Source: an optimization exercise on an open RTL-to-GDS flow (aim: small area). Production flows keep margins and buffers that such runs may drop. The RTL was checked by simulation tests, not by an equivalence proof against the original design.

## branch cedar
// top2
module top2(i_iodat,o_iodat,o_ioaddr,clock,rst,memread,memwrite_cs);
	input clock,rst;
	input[31:0] i_iodat;
	output[31:0] o_iodat;
	output[31:0] o_ioaddr;
	output memread;
	output memwrite_cs;
	localparam OP_R=7'h33, OP_I=7'h13, OP_L=7'h03, OP_JALR=7'h67, OP_S=7'h23,
	           OP_B=7'h63, OP_LUI=7'h37, OP_AUIPC=7'h17, OP_JAL=7'h6F;
	reg[31:0] pc;		 
	reg       nop;		 
	reg[31:0] d_ins;
	reg[31:0] e_a;		 
	reg[31:0] e_b;		 
	reg[4:0]  e_rd;
	reg[2:0]  e_f3;
	reg[6:0]  e_f7;
	reg       e_alu, e_sub;
	reg       e_L, e_S, e_B, e_W;
	reg[31:0] m_alu;
	reg[31:0] m_sd;		 
	reg[4:0]  m_rd;
	reg[2:0]  m_f3;
	reg       m_L, m_S, m_B, m_W;
	reg[31:0] w_data;
	reg[4:0]  w_rd;
	reg       w_wr, w_fwd;
	reg[31:0] rf[0:31];
	reg[31:0] vld;
	wire bus = m_L|m_S;
	assign memwrite_cs = m_S;
	assign memread = ~m_S;
	assign o_iodat = m_sd;
	assign o_ioaddr = bus ? m_alu : pc;
	reg[31:0] ld;
	always @(*) begin
		case(m_f3)
			3'h2: ld = i_iodat;
			3'h1: ld = {{16{i_iodat[15]}},i_iodat[15:0]};
			3'h0: ld = {{24{i_iodat[7]}},i_iodat[7:0]};
			3'h5: ld = {16'h0,i_iodat[15:0]};
			3'h4: ld = {24'h0,i_iodat[7:0]};
			default: ld = 32'h0;
		endcase
	end
	wire ldzero = (ld==32'h0);
	wire[31:0] ins = i_iodat;
	wire[6:0] f_op = ins[6:0];
	wire f_jal = (f_op==OP_JAL);
	wire f_auipc = (f_op==OP_AUIPC);
	wire skip = f_jal|f_auipc;
	wire[31:0] skip_addr = f_jal ? {{12{ins[31]}},ins[19:12],ins[20],ins[30:21],1'b0}
	                             : {ins[31:12],12'h0};
	wire[6:0] d_op = d_ins[6:0];
	wire[4:0] d_rd = d_ins[11:7];
	wire[2:0] d_f3 = d_ins[14:12];
	wire[4:0] d_rs1 = d_ins[19:15];
	wire[4:0] d_rs2 = d_ins[24:20];
	wire[6:0] d_f7 = d_ins[31:25];
	wire d_isR = (d_op==OP_R);
	wire d_isI = (d_op==OP_I);
	wire d_isL = (d_op==OP_L);
	wire d_isS = (d_op==OP_S);
	wire d_isB = (d_op==OP_B);
  ...
For scale: roughly 5500 cells after synthesis, ~1300 flip-flops, roughly 100 I/O pins, ~0.061 sq mm of cells after synthesis.
==> flow/config.mk <==
export PLATFORM = sky130hd
export DESIGN_NAME = top2
export DESIGN_NICKNAME = top2
export VERILOG_FILES = /design/flow/design.v
export SDC_FILE = /design/flow/constraint.sdc
export NUM_CORES = 4
export LEC_CHECK = 0
export CAP_MARGIN = 10
export CORE_MARGIN = 2
export CORE_UTILIZATION = 55
export CTS_CLUSTER_DIAMETER = 80
export CTS_CLUSTER_SIZE = 25
export SLEW_MARGIN = 10
export SYNTH_HIERARCHICAL = 1
==> flow/constraint.sdc <==
create_clock -name core_clock -period 15.0 [get_ports {clock}]
set_input_delay 3.0000 -clock core_clock [delete_from_list [all_inputs] [get_ports {clock}]]
set_output_delay 3.0000 -clock core_clock [all_outputs]
set_load 0.01 [all_outputs]
standard.sh (not shown) runs the stock make flow with config.mk's settings and CLKGATE_MAP_FILE= SYNTH_SCRIPT=/design/flow/synth_recipe.tcl, a recipe that flattens the netlist after the stock synthesis.
==> flow/flow/run.sh <==
#!/bin/bash
# The standard layout (standard.sh, all steps) with two settings changed:
# - the port buffers that global placement inserts are buf_1 cells instead of
#   the flow's default choice (every input and output port still gets one);
# - clock tree synthesis inserts no dummy loads (same clustering as
#   config.mk's CTS_CLUSTER_SIZE and CTS_CLUSTER_DIAMETER).
# standard.sh's output goes to standard.log here; ORFS keeps each step's log
# under orfs/logs.
set -e
export BUFFER_PORTS_ARGS="-buffer_cell sky130_fd_sc_hd__buf_1"
export CTS_ARGS="-sink_clustering_enable -repair_clock_nets -sink_clustering_size 25 -sink_clustering_max_diameter 80 -dont_use_dummy_load"
bash standard.sh > standard.log 2>&1
Inputs modified between branch cedar and branch zinc:
# branch cedar
export LEC_CHECK = 0
export CAP_MARGIN = 10
export CORE_MARGIN = 2
export CORE_UTILIZATION = 55
export CTS_CLUSTER_DIAMETER = 80
export CTS_CLUSTER_SIZE = 25
export SLEW_MARGIN = 10
export SYNTH_HIERARCHICAL = 1
create_clock -name core_clock -period 15.0 [get_ports {clock}]
# branch zinc
export LEC_CHECK = 0
export CAP_MARGIN = 15
export CORE_MARGIN = 2
export CORE_UTILIZATION = 55
export CTS_CLUSTER_DIAMETER = 80
export CTS_CLUSTER_SIZE = 25
export SLEW_MARGIN = 15
export SYNTH_HIERARCHICAL = 1
create_clock -name core_clock -period 15.0 [get_ports {clock}]
### Flow results
- The setup slack of branch cedar and that of branch zinc are within noise of each other.
- On endpoint arrival time on the critical path, branch cedar and branch zinc are neck and neck.
- The via count on branch zinc is in line with that on branch cedar.
- Comparing branch cedar and branch zinc, peak supply drop is higher on branch cedar.
- In terms of routed wire length, branch zinc and branch cedar differ only marginally.
- Via count of the first global-routing pass: branch zinc vs branch cedar identical
- The sequential share of layout area on branch cedar is in line with that on branch zinc.

==> static timing again, ports no longer ideal <==
How much do the figures lean on ideal ports? The routed layouts below were timed once more, with nothing changed but the port constraints. Step 1, drivers: a clkbuf_16 drives clock and a buf_2 each remaining input, both assumed. Step 2 adds t to the input delays and takes it off the output delays; t is the mean of the earliest and latest rising clock arrival at the registers after step 1. Input paths then give back, and output paths get back, about the clock's delay inside the block. Slacks: no drivers / after step 1 / after step 2; pairs: no drivers / after step 1.
run | shift t [ns] | slack for setup (ns) | hold WS [ns] | worst setup path at the end
branch cedar | 0.735 | 4.658 / 4.658 / 4.658 | 0.369 / 0.369 / 0.369 | register to register
branch zinc | 0.736 | 4.660 / 4.660 / 4.660 | 0.369 / 0.369 / 0.369 | register to register
After both steps every run listed still meets setup and hold.
